Context: an optimization exercise on an open-source flow, tuned for a short achievable clock period and few clock cycles per item. The choices shown serve that exercise and are no tape-out recipe. RTL that was checked went through simulation tests only; none was proved equivalent to the original. Power figures rest on the tool's default switching activity, not on a simulated workload.

==> flow/design.v (excerpt) <==
module cpu (
   prog_addr, mem_control, equal, mem_addr, mem_data_in, request_rom,
   request_ram,
   clk, rst, opcode, ab_select, op_addr, mem_data_out
   );
input clk, rst;
input [3:0] opcode;
input ab_select;
input [7:0] op_addr;
input [7:0] mem_data_out;
output reg [11:0] prog_addr;
output reg mem_control;
output reg equal;
output reg [11:0] mem_addr;
output reg [7:0] mem_data_in;
output reg request_rom, request_ram;
localparam store = 4'b0100;
localparam load  = 4'b0011;
localparam add   = 4'b1001;
localparam sub   = 4'b1010;
localparam and_  = 4'b0010;
localparam or_   = 4'b0001;
localparam equal_op = 4'b0101;
localparam L = 3;        
localparam H = 8 - L;    
function [8:0] slice;    
    input [7:0] x, y;
    input cin, arith, sb, an;
    input integer w;
    reg [7:0] yy, p, g, t;
    reg [8:0] c;
    reg prod;
    integer i, j, k;
    begin
        yy = y ^ {8{sb}};
        p = x ^ yy;
        g = x & yy & {8{arith}};
        t = arith ? p : (an ? (x & y) : (x | y));
        c = 9'b0;
        c[0] = cin;
        for (i = 1; i <= 8; i = i + 1) begin
            prod = cin;
            for (j = 0; j < 8; j = j + 1)
                if (j < i) prod = prod & p[j];
            c[i] = prod;
            for (k = 0; k < 8; k = k + 1) begin
                if (k < i) begin
                    prod = g[k];
                    for (j = 0; j < 8; j = j + 1)
                        if (j > k && j < i) prod = prod & p[j];
                    c[i] = c[i] | prod;
                end
            end
        end
        slice = 9'b0;
        slice[7:0] = t ^ c[7:0];
        slice[8] = c[w];
    end
endfunction
reg [L-1:0] a_lo, b_lo;
reg [H-1:0] a_hi, b_hi;
reg s1_w, s1_sel, s1_wa, s1_wb, s1_arith, s1_sub, s1_and;
reg s2_wa, s2_wb, s2_la, s2_lb, s2_arith, s2_sub, s2_and, s2_c;
reg st_pend, st_sel;
wire dv     = !equal && !st_pend;
wire is_ld  = (opcode == load);
wire is_st  = (opcode == store);
wire is_alu = (opcode == add) || (opcode == sub) || (opcode == and_) || (opcode == or_);
wire is_eq  = (opcode == equal_op);
wire hazard = dv && is_st && s1_w && (s1_sel == ab_select);
wire [L-1:0] a_lo_eff = s2_la ? mem_data_out[L-1:0] : a_lo;
  ...
==> module cpu, before the edit <==
module cpu (
   prog_addr, mem_control, equal, mem_addr, mem_data_in, request_rom,
   request_ram,
   clk, rst, opcode, ab_select, op_addr, mem_data_out
   );
input clk, rst;
input [3:0] opcode;
input ab_select;
input [7:0] op_addr;
input [7:0] mem_data_out;
output reg [11:0] prog_addr;
output reg mem_control;
output reg equal;
output reg [11:0] mem_addr;
output reg [7:0] mem_data_in;
output reg request_rom, request_ram;
localparam store = 4'b0100;
localparam load  = 4'b0011;
localparam add   = 4'b1001;
localparam sub   = 4'b1010;
localparam and_  = 4'b0010;
localparam or_   = 4'b0001;
localparam equal_op = 4'b0101;
localparam L = 3;        
localparam H = 8 - L;    
function [8:0] slice;    
    input [7:0] x, y;
    input cin, arith, sb, an;
    input integer w;
    reg [7:0] yy, p, g, t;
    reg [8:0] c;
    reg prod;
    integer i, j, k;
    begin
        yy = y ^ {8{sb}};
        p = x ^ yy;
        g = x & yy & {8{arith}};
        t = arith ? p : (an ? (x & y) : (x | y));
        c = 9'b0;
        c[0] = cin;
        for (i = 1; i <= 8; i = i + 1) begin
            prod = cin;
            for (j = 0; j < 8; j = j + 1)
                if (j < i) prod = prod & p[j];
            c[i] = prod;
            for (k = 0; k < 8; k = k + 1) begin
                if (k < i) begin
                    prod = g[k];
                    for (j = 0; j < 8; j = j + 1)
                        if (j > k && j < i) prod = prod & p[j];
                    c[i] = c[i] | prod;
                end
            end
        end
        slice = 9'b0;
        slice[7:0] = t ^ c[7:0];
        slice[8] = c[w];
    end
endfunction
reg [L-1:0] a_lo, b_lo;
reg [H-1:0] a_hi, b_hi;
reg s1_w, s1_sel, s1_wa, s1_wb, s1_arith, s1_sub, s1_and;
reg s2_wa, s2_wb, s2_la, s2_lb, s2_arith, s2_sub, s2_and, s2_c;
reg st_pend, st_sel;
wire dv     = !equal && !st_pend;
wire is_ld  = (opcode == load);
wire is_st  = (opcode == store);
wire is_alu = (opcode == add) || (opcode == sub) || (opcode == and_) || (opcode == or_);
wire is_eq  = (opcode == equal_op);
wire hazard = dv && is_st && s1_w && (s1_sel == ab_select);
wire [L-1:0] a_lo_eff = s2_la ? mem_data_out[L-1:0] : a_lo;
wire [L-1:0] b_lo_eff = s2_lb ? mem_data_out[L-1:0] : b_lo;
wire [8:0] lo = slice({{H{1'b0}}, a_lo_eff}, {{H{1'b0}}, b_lo_eff}, s1_sub, s1_arith, s1_sub, s1_and, L);
wire [L-1:0] r_lo = lo[L-1:0];
wire [L-1:0] a_lo_next = s1_wa ? r_lo : a_lo_eff;
wire [L-1:0] b_lo_next = s1_wb ? r_lo : b_lo_eff;
wire [8:0] hi = slice({{L{1'b0}}, a_hi}, {{L{1'b0}}, b_hi}, s2_c, s2_arith, s2_sub, s2_and, H);
wire [H-1:0] r_hi = hi[H-1:0];
wire [H-1:0] a_hi_next = s2_la ? mem_data_out[7:L] : s2_wa ? r_hi : a_hi;
wire [H-1:0] b_hi_next = s2_lb ? mem_data_out[7:L] : s2_wb ? r_hi : b_hi;
wire st_r = st_pend ? st_sel : ab_select;
wire st_w  = st_r ? s2_wb : s2_wa;
wire st_l  = st_r ? s2_lb : s2_la;
wire [H-1:0] st_hi_old = st_l ? mem_data_out[7:L] : (st_r ? b_hi : a_hi);
always @(posedge clk) begin
    mem_addr    <= st_pend ? mem_addr : {4'b0, op_addr};
    mem_data_in <= {st_w ? r_hi : st_hi_old, st_r ? b_lo_eff : a_lo_eff};
    mem_control <= !st_pend && is_ld;
    s1_sel   <= ab_select;
    s1_arith <= opcode[3];
    s1_sub   <= opcode[3] && opcode[1];
    s1_and   <= opcode[1];
    s2_arith <= s1_arith;
    s2_sub   <= s1_sub;
    s2_and   <= s1_and;
    s2_c     <= lo[8];
    st_sel   <= ab_select;
    if (!rst) begin
        prog_addr   <= 12'b0;
        request_rom <= 1'b1;
        request_ram <= 1'b0;
        equal <= 1'b0;
        a_lo <= 0;
        a_hi <= 0;
        b_lo <= 0;
        b_hi <= 0;
        s1_w  <= 1'b0;
        s1_wa <= 1'b0;
        s1_wb <= 1'b0;
        s2_wa <= 1'b0;
        s2_wb <= 1'b0;
        s2_la <= 1'b0;
        s2_lb <= 1'b0;
        st_pend <= 1'b0;
    end else begin
        prog_addr   <= hazard ? prog_addr : prog_addr + 12'd1;
        request_rom <= 1'b1;
        request_ram <= (dv && (is_ld || (is_st && !hazard))) || st_pend;
        equal <= equal || (dv && is_eq);
        a_lo <= a_lo_next;
        a_hi <= a_hi_next;
        b_lo <= b_lo_next;
        b_hi <= b_hi_next;
        s1_w  <= dv && (is_alu || is_ld);
        s1_wa <= dv && is_alu && !ab_select;
        s1_wb <= dv && is_alu &&  ab_select;
        s2_wa <= s1_wa;
        s2_wb <= s1_wb;
        s2_la <= s1_w && !s1_wa && !s1_wb && !s1_sel;
        s2_lb <= s1_w && !s1_wa && !s1_wb &&  s1_sel;
        st_pend <= hazard;
    end
end
endmodule
==> flow/config.mk <==
export PLATFORM = sky130hd
export DESIGN_NAME = cpu
export DESIGN_NICKNAME = cpu
export VERILOG_FILES = /design/flow/design.v
export SDC_FILE = /design/flow/constraint.sdc
export NUM_CORES = 4
export LEC_CHECK = 0
export ABC_CLOCK_PERIOD_IN_PS = 1500
export CAP_MARGIN = 20
export CORE_MARGIN = 2
export CORE_UTILIZATION = 40
export PLACE_DENSITY = 0.6
export SETUP_SLACK_MARGIN = 2.4
export SLEW_MARGIN = 20
export TNS_END_PERCENT = 100
==> flow/constraint.sdc <==
create_clock -name core_clock -period 4.0 [get_ports {clk}]
set_input_delay 0.8000 -clock core_clock [delete_from_list [all_inputs] [get_ports {clk}]]
set_output_delay 0.8000 -clock core_clock [all_outputs]
set_load 0.01 [all_outputs]
run.sh (not shown) runs the stock make flow with config.mk's settings and CLKGATE_MAP_FILE= SYNTH_SCRIPT=/design/flow/synth_recipe.tcl, a recipe that flattens the netlist after the stock synthesis.
The baseline finished clean.
Change:
--- a/flow/design.v
+++ b/flow/design.v
@@ -21,7 +21,7 @@
 localparam and_  = 4'b0010;
 localparam or_   = 4'b0001;
 localparam equal_op = 4'b0101;
-localparam L = 3;        
+localparam L = 4;        
 localparam H = 8 - L;    
 function [8:0] slice;    
     input [7:0] x, y;
Result:
- wire length drops by 2.3%
- setup slack improves by 0.17 ns
- global-route usage is higher by 0.44 points
- power rose by 6.1%
- via count came out lower by 3.7%
- die area decreases by 1.6%
- cell area barely changes
- utilization rises by 0.30 points
- sequential share of layout area grows by 0.21 points
- combinational power rises by about 9%
- hold slack barely changes
- sequential power climbs by about 0.6%
No run of this note included a check of the RTL's function; only the layout flow was run.


== old ==
cpu, a different RTL version from the one above (not shown whole).
Size: roughly 63 flip-flops.
==> module cpu, before the edit <==
module cpu (
   prog_addr, mem_control, equal, mem_addr, mem_data_in, request_rom,
   request_ram,
   clk, rst, opcode, ab_select, op_addr, mem_data_out
   );
input clk, rst;
input [3:0] opcode;
input ab_select;
input [7:0] op_addr;
input [7:0] mem_data_out;
output reg [11:0] prog_addr;
output reg mem_control;
output reg equal;
output reg [11:0] mem_addr;
output reg [7:0] mem_data_in;
output reg request_rom, request_ram;
localparam store = 4'b0100;
localparam load  = 4'b0011;
localparam add   = 4'b1001;
localparam sub   = 4'b1010;
localparam and_  = 4'b0010;
localparam or_   = 4'b0001;
localparam equal_op = 4'b0101;
localparam L = 3;        
localparam H = 8 - L;    
function [8:0] carries;
    input [7:0] x, y;
    input sb, cin;
    reg [7:0] yy, g, t;
    reg prod;
    integer i, j, k;
    begin
        yy = y ^ {8{sb}};
        g = x & yy;
        t = x | yy;
        carries = 9'b0;
        carries[0] = cin;
        for (i = 1; i <= 8; i = i + 1) begin
            prod = cin;
            for (j = 0; j < 8; j = j + 1)
                if (j < i) prod = prod & t[j];
            carries[i] = prod;
            for (k = 0; k < 8; k = k + 1) begin
                if (k < i) begin
                    prod = g[k];
                    for (j = 0; j < 8; j = j + 1)
                        if (j > k && j < i) prod = prod & t[j];
                    carries[i] = carries[i] | prod;
                end
            end
        end
    end
endfunction
function [7:0] half;
    input [7:0] x, y;
    input sb, arith, an;
    begin
        half = arith ? ((x ^ {8{sb}}) ^ y) : (an ? (x & y) : (x | y));
    end
endfunction
reg [L-1:0] a_lo, b_lo;
reg [H-1:0] a_hi, b_hi;
reg s1_w, s1_sel, s1_wa, s1_wb, s1_arith, s1_sub, s1_and;
reg s2_wa, s2_wb, s2_la, s2_lb, s2_arith, s2_sub, s2_and, s2_c;
reg st_pend, st_sel;
wire dv     = !equal && !st_pend;
wire is_ld  = (opcode == load);
wire is_st  = (opcode == store);
wire is_alu = (opcode == add) || (opcode == sub) || (opcode == and_) || (opcode == or_);
wire is_eq  = (opcode == equal_op);
wire hazard = dv && is_st && s1_w && (s1_sel == ab_select);
wire [L-1:0] a_lo_eff = s2_la ? mem_data_out[L-1:0] : a_lo;
wire [L-1:0] b_lo_eff = s2_lb ? mem_data_out[L-1:0] : b_lo;
wire [8:0] c_lo = carries({{H{1'b0}}, a_lo_eff}, {{H{1'b0}}, b_lo_eff}, s1_sub, s1_sub);
wire [7:0] u_lo = half({{H{1'b0}}, a_lo_eff}, {{H{1'b0}}, b_lo_eff}, s1_sub, s1_arith, s1_and);
wire [L-1:0] r_lo = u_lo[L-1:0] ^ (c_lo[L-1:0] & {L{s1_arith}});
wire [L-1:0] a_lo_next = s1_wa ? r_lo : a_lo_eff;
wire [L-1:0] b_lo_next = s1_wb ? r_lo : b_lo_eff;
wire [8:0] c_hi = carries({{L{1'b0}}, a_hi}, {{L{1'b0}}, b_hi}, s2_sub, s2_c);
wire [7:0] u_hi8 = half({{L{1'b0}}, a_hi}, {{L{1'b0}}, b_hi}, s2_sub, s2_arith, s2_and);
wire [H-1:0] u0 = u_hi8[H-1:0];
wire [H-1:0] u1 = u0 ^ {H{s2_arith}};
wire [H-1:0] ci = c_hi[H-1:0];
wire [H-1:0] a_hi0 = s2_la ? mem_data_out[7:L] : s2_wa ? u0 : a_hi;
wire [H-1:0] a_hi1 = s2_la ? mem_data_out[7:L] : s2_wa ? u1 : a_hi;
wire [H-1:0] b_hi0 = s2_lb ? mem_data_out[7:L] : s2_wb ? u0 : b_hi;
wire [H-1:0] b_hi1 = s2_lb ? mem_data_out[7:L] : s2_wb ? u1 : b_hi;
wire [H-1:0] a_hi_next = (ci & a_hi1) | (~ci & a_hi0);
wire [H-1:0] b_hi_next = (ci & b_hi1) | (~ci & b_hi0);
wire st_r = st_pend ? st_sel : ab_select;
wire [H-1:0] st_hi0 = st_r ? b_hi0 : a_hi0;
wire [H-1:0] st_hi1 = st_r ? b_hi1 : a_hi1;
always @(posedge clk) begin
    mem_addr    <= st_pend ? mem_addr : {4'b0, op_addr};
    mem_data_in <= {(ci & st_hi1) | (~ci & st_hi0), st_r ? b_lo_eff : a_lo_eff};
    mem_control <= !st_pend && is_ld;
    s1_sel   <= ab_select;
    s1_arith <= opcode[3];
    s1_sub   <= opcode[3] && opcode[1];
    s1_and   <= opcode[1];
    s2_arith <= s1_arith;
    s2_sub   <= s1_sub;
    s2_and   <= s1_and;
    s2_c     <= c_lo[L];
    st_sel   <= ab_select;
    if (!rst) begin
        prog_addr   <= 12'b0;
        request_rom <= 1'b1;
        request_ram <= 1'b0;
        equal <= 1'b0;
        a_lo <= 0;
        a_hi <= 0;
        b_lo <= 0;
        b_hi <= 0;
        s1_w  <= 1'b0;
        s1_wa <= 1'b0;
        s1_wb <= 1'b0;
        s2_wa <= 1'b0;
        s2_wb <= 1'b0;
        s2_la <= 1'b0;
        s2_lb <= 1'b0;
        st_pend <= 1'b0;
    end else begin
        prog_addr   <= hazard ? prog_addr : prog_addr + 12'd1;
        request_rom <= 1'b1;
        request_ram <= (dv && (is_ld || (is_st && !hazard))) || st_pend;
        equal <= equal || (dv && is_eq);
        a_lo <= a_lo_next;
        a_hi <= a_hi_next;
        b_lo <= b_lo_next;
        b_hi <= b_hi_next;
        s1_w  <= dv && (is_alu || is_ld);
        s1_wa <= dv && is_alu && !ab_select;
        s1_wb <= dv && is_alu &&  ab_select;
        s2_wa <= s1_wa;
        s2_wb <= s1_wb;
        s2_la <= s1_w && !s1_wa && !s1_wb && !s1_sel;
        s2_lb <= s1_w && !s1_wa && !s1_wb &&  s1_sel;
        st_pend <= hazard;
    end
end
endmodule
clock: 4.0 ns
lec_check: 0
abc_clock_period_in_ps: 1500
cap_margin: 20
core_margin: 2
core_utilization: 40
place_density: 0.6
setup_slack_margin: 2.4
slew_margin: 20
tns_end_percent: 100
Inputs modified between old and new:
-- flow/design.v --
<<< old, line 22
localparam or_   = 4'b0001;
localparam equal_op = 4'b0101;
localparam L = 3;        
localparam H = 8 - L;    
function [8:0] carries;
>>> new, line 22
localparam or_   = 4'b0001;
localparam equal_op = 4'b0101;
localparam L = 2;        
localparam H = 8 - L;    
function [8:0] carries;
## What came out
Reported for new and old, number of sequential cells turned out identical to the last digit.
Aggregate negative setup slack came out exactly the same in new and old.
The faster design of the two is old; new tops out lower.
From old to new the numbers moved as follows: clock share of power now smaller; area after synthesis moved down; cell count after placement fell 4.3%.
No functional check of the RTL was part of any run of this note.


north:
The RTL this note starts from:
==> flow/design.v <==
module cpu (
   prog_addr, mem_control, equal, mem_addr, mem_data_in, request_rom,
   request_ram,
   clk, rst, opcode, ab_select, op_addr, mem_data_out
   );
input clk, rst;
input [3:0] opcode;
input ab_select;
input [7:0] op_addr;
input [7:0] mem_data_out;
output reg [11:0] prog_addr;
output reg mem_control;
output reg equal;
output reg [11:0] mem_addr;
output reg [7:0] mem_data_in;
output reg request_rom, request_ram;
localparam store = 4'b0100;
localparam load  = 4'b0011;
localparam add   = 4'b1001;
localparam sub   = 4'b1010;
localparam and_  = 4'b0010;
localparam or_   = 4'b0001;
localparam equal_op = 4'b0101;
localparam L = 2;        
localparam H = 8 - L;    
function [8:0] slice;    
    input [7:0] x, y;
    input cin, arith, sb, an;
    input integer w;
    reg [7:0] yy, p, g, t;
    reg [8:0] c;
    reg prod;
    integer i, j, k;
    begin
        yy = y ^ {8{sb}};
        p = x ^ yy;
        g = x & yy & {8{arith}};
        t = arith ? p : (an ? (x & y) : (x | y));
        c = 9'b0;
        c[0] = cin;
        for (i = 1; i <= 8; i = i + 1) begin
            prod = cin;
            for (j = 0; j < 8; j = j + 1)
                if (j < i) prod = prod & p[j];
            c[i] = prod;
            for (k = 0; k < 8; k = k + 1) begin
                if (k < i) begin
                    prod = g[k];
                    for (j = 0; j < 8; j = j + 1)
                        if (j > k && j < i) prod = prod & p[j];
                    c[i] = c[i] | prod;
                end
            end
        end
        slice = 9'b0;
        slice[7:0] = t ^ c[7:0];
        slice[8] = c[w];
    end
endfunction
reg [L-1:0] a_lo, b_lo;
reg [H-1:0] a_hi, b_hi;
reg s1_w, s1_sel, s1_wa, s1_wb, s1_arith, s1_sub, s1_and;
reg s2_wa, s2_wb, s2_la, s2_lb, s2_arith, s2_sub, s2_and, s2_c;
reg st_pend, st_sel;
wire dv     = !equal && !st_pend;
wire is_ld  = (opcode == load);
wire is_st  = (opcode == store);
wire is_alu = (opcode == add) || (opcode == sub) || (opcode == and_) || (opcode == or_);
wire is_eq  = (opcode == equal_op);
wire hazard = dv && is_st && s1_w && (s1_sel == ab_select);
wire [L-1:0] a_lo_eff = s2_la ? mem_data_out[L-1:0] : a_lo;
wire [L-1:0] b_lo_eff = s2_lb ? mem_data_out[L-1:0] : b_lo;
wire [8:0] lo = slice({{H{1'b0}}, a_lo_eff}, {{H{1'b0}}, b_lo_eff}, s1_sub, s1_arith, s1_sub, s1_and, L);
wire [L-1:0] r_lo = lo[L-1:0];
wire [L-1:0] a_lo_next = s1_wa ? r_lo : a_lo_eff;
wire [L-1:0] b_lo_next = s1_wb ? r_lo : b_lo_eff;
wire [8:0] hi = slice({{L{1'b0}}, a_hi}, {{L{1'b0}}, b_hi}, s2_c, s2_arith, s2_sub, s2_and, H);
wire [H-1:0] r_hi = hi[H-1:0];
wire [H-1:0] a_hi_next = s2_la ? mem_data_out[7:L] : s2_wa ? r_hi : a_hi;
wire [H-1:0] b_hi_next = s2_lb ? mem_data_out[7:L] : s2_wb ? r_hi : b_hi;
wire st_r = st_pend ? st_sel : ab_select;
wire st_w  = st_r ? s2_wb : s2_wa;
wire st_l  = st_r ? s2_lb : s2_la;
wire [H-1:0] st_hi_old = st_l ? mem_data_out[7:L] : (st_r ? b_hi : a_hi);
always @(posedge clk) begin
    mem_addr    <= st_pend ? mem_addr : {4'b0, op_addr};
    mem_data_in <= {st_w ? r_hi : st_hi_old, st_r ? b_lo_eff : a_lo_eff};
    mem_control <= !st_pend && is_ld;
    s1_sel   <= ab_select;
    s1_arith <= opcode[3];
    s1_sub   <= opcode[3] && opcode[1];
    s1_and   <= opcode[1];
    s2_arith <= s1_arith;
    s2_sub   <= s1_sub;
    s2_and   <= s1_and;
    s2_c     <= lo[8];
    st_sel   <= ab_select;
    if (!rst) begin
        prog_addr   <= 12'b0;
        request_rom <= 1'b1;
        request_ram <= 1'b0;
        equal <= 1'b0;
        a_lo <= 0;
        a_hi <= 0;
        b_lo <= 0;
        b_hi <= 0;
        s1_w  <= 1'b0;
        s1_wa <= 1'b0;
        s1_wb <= 1'b0;
        s2_wa <= 1'b0;
        s2_wb <= 1'b0;
        s2_la <= 1'b0;
        s2_lb <= 1'b0;
        st_pend <= 1'b0;
    end else begin
        prog_addr   <= hazard ? prog_addr : prog_addr + 12'd1;
        request_rom <= 1'b1;
        request_ram <= (dv && (is_ld || (is_st && !hazard))) || st_pend;
        equal <= equal || (dv && is_eq);
        a_lo <= a_lo_next;
        a_hi <= a_hi_next;
        b_lo <= b_lo_next;
        b_hi <= b_hi_next;
        s1_w  <= dv && (is_alu || is_ld);
        s1_wa <= dv && is_alu && !ab_select;
        s1_wb <= dv && is_alu &&  ab_select;
        s2_wa <= s1_wa;
        s2_wb <= s1_wb;
        s2_la <= s1_w && !s1_wa && !s1_wb && !s1_sel;
        s2_lb <= s1_w && !s1_wa && !s1_wb &&  s1_sel;
        st_pend <= hazard;
    end
end
endmodule
clock: 4.0 ns
lec_check: 0
abc_clock_period_in_ps: 1500
cap_margin: 20
core_margin: 2
core_utilization: 40
place_density: 0.6
setup_slack_margin: 2.4
slew_margin: 20
tns_end_percent: 100
Testbench counts of north, summed over its fixed seeds: cycles 66,392, instructions 58,115.
The inputs of south differ from those of north as listed below.
-- flow/design.v --
<<< north, line 22
localparam or_   = 4'b0001;
localparam equal_op = 4'b0101;
localparam L = 2;        
localparam H = 8 - L;    
function [8:0] slice;    
>>> south, line 22
localparam or_   = 4'b0001;
localparam equal_op = 4'b0101;
localparam L = 5;        
localparam H = 8 - L;    
function [8:0] slice;    
[summary]
Compared to north, south has data arrival time of the critical path 250 ps higher. The utilization reported for south is greater than that of north by 3.2 points. In south, final critical-path required period is higher than in north. Destination of the critical timing path = mem_data_in[6]: north; destination of the critical timing path = a_lo[3]: south. [compare] base=north new=south: share of the final layout cell area in sequential cells now smaller; global-route usage rose by 0.82 points. Sort north and south by clock network contribution to total cell area desc -> top: north. Compared with north, in south global placer's final weighted congestion now sits higher; largest stage delay on the critical path down 40 ps; die width saw little to no change. north → south: maximum vdd ir drop moved down, number of inverters outside the clock class in the layout has increased. The worst-case register-to-register setup slack in south was lower than what north gave. Via count of the first global-routing pass went up by a few percent going from north to south. When south is measured against north, its hold slack turns out 80 ps higher.
For south, only the layout was checked, not whether the RTL still works.

## what the ideal ports hide
No port has a modelled driver above. Below, the same layouts with a new extraction and two added sets of constraints.
Step 1 (the two cells are an assumption about what drives the block):
set clk [get_ports {clk}]
set_driving_cell -lib_cell sky130_fd_sc_hd__clkbuf_16 $clk
set_driving_cell -lib_cell sky130_fd_sc_hd__buf_2 [delete_from_list [all_inputs] $clk]
Step 2 times the ports against the registers' clock, not the clock port: input delays grow and output delays shrink by t, the midpoint of the rising clock arrivals with the driver on.
Three values: ideal ports, drivers, drivers and shift; two values: the first two.
| run | shift t [ns] | setup WS [ns] | hold slack, ns |
|---|---|---|---|
| the first run of note 1 | 0.362 | 1.863 / 1.850 / 1.488 | 0.462 / 0.462 / 0.462 |
| the second run of note 1 | 0.364 | 2.032 / 2.033 / 1.669 | 0.460 / 0.460 / 0.460 |
| old | 0.365 | 2.065 / 2.065 / 1.808 | 0.426 / 0.426 / 0.426 |
| new | 0.372 | 2.037 / 2.025 / 1.653 | 0.411 / 0.411 / 0.411 |
| north | 0.358 | 2.155 / 2.155 / 1.884 | 0.385 / 0.385 / 0.385 |
| south | 0.360 | 1.905 / 1.917 / 1.556 | 0.465 / 0.465 / 0.465 |
After both steps setup and hold are still met in every run listed. The setup slack of new, which loses most, moves by -0.012 ns with the drivers and by -0.384 ns with both steps.
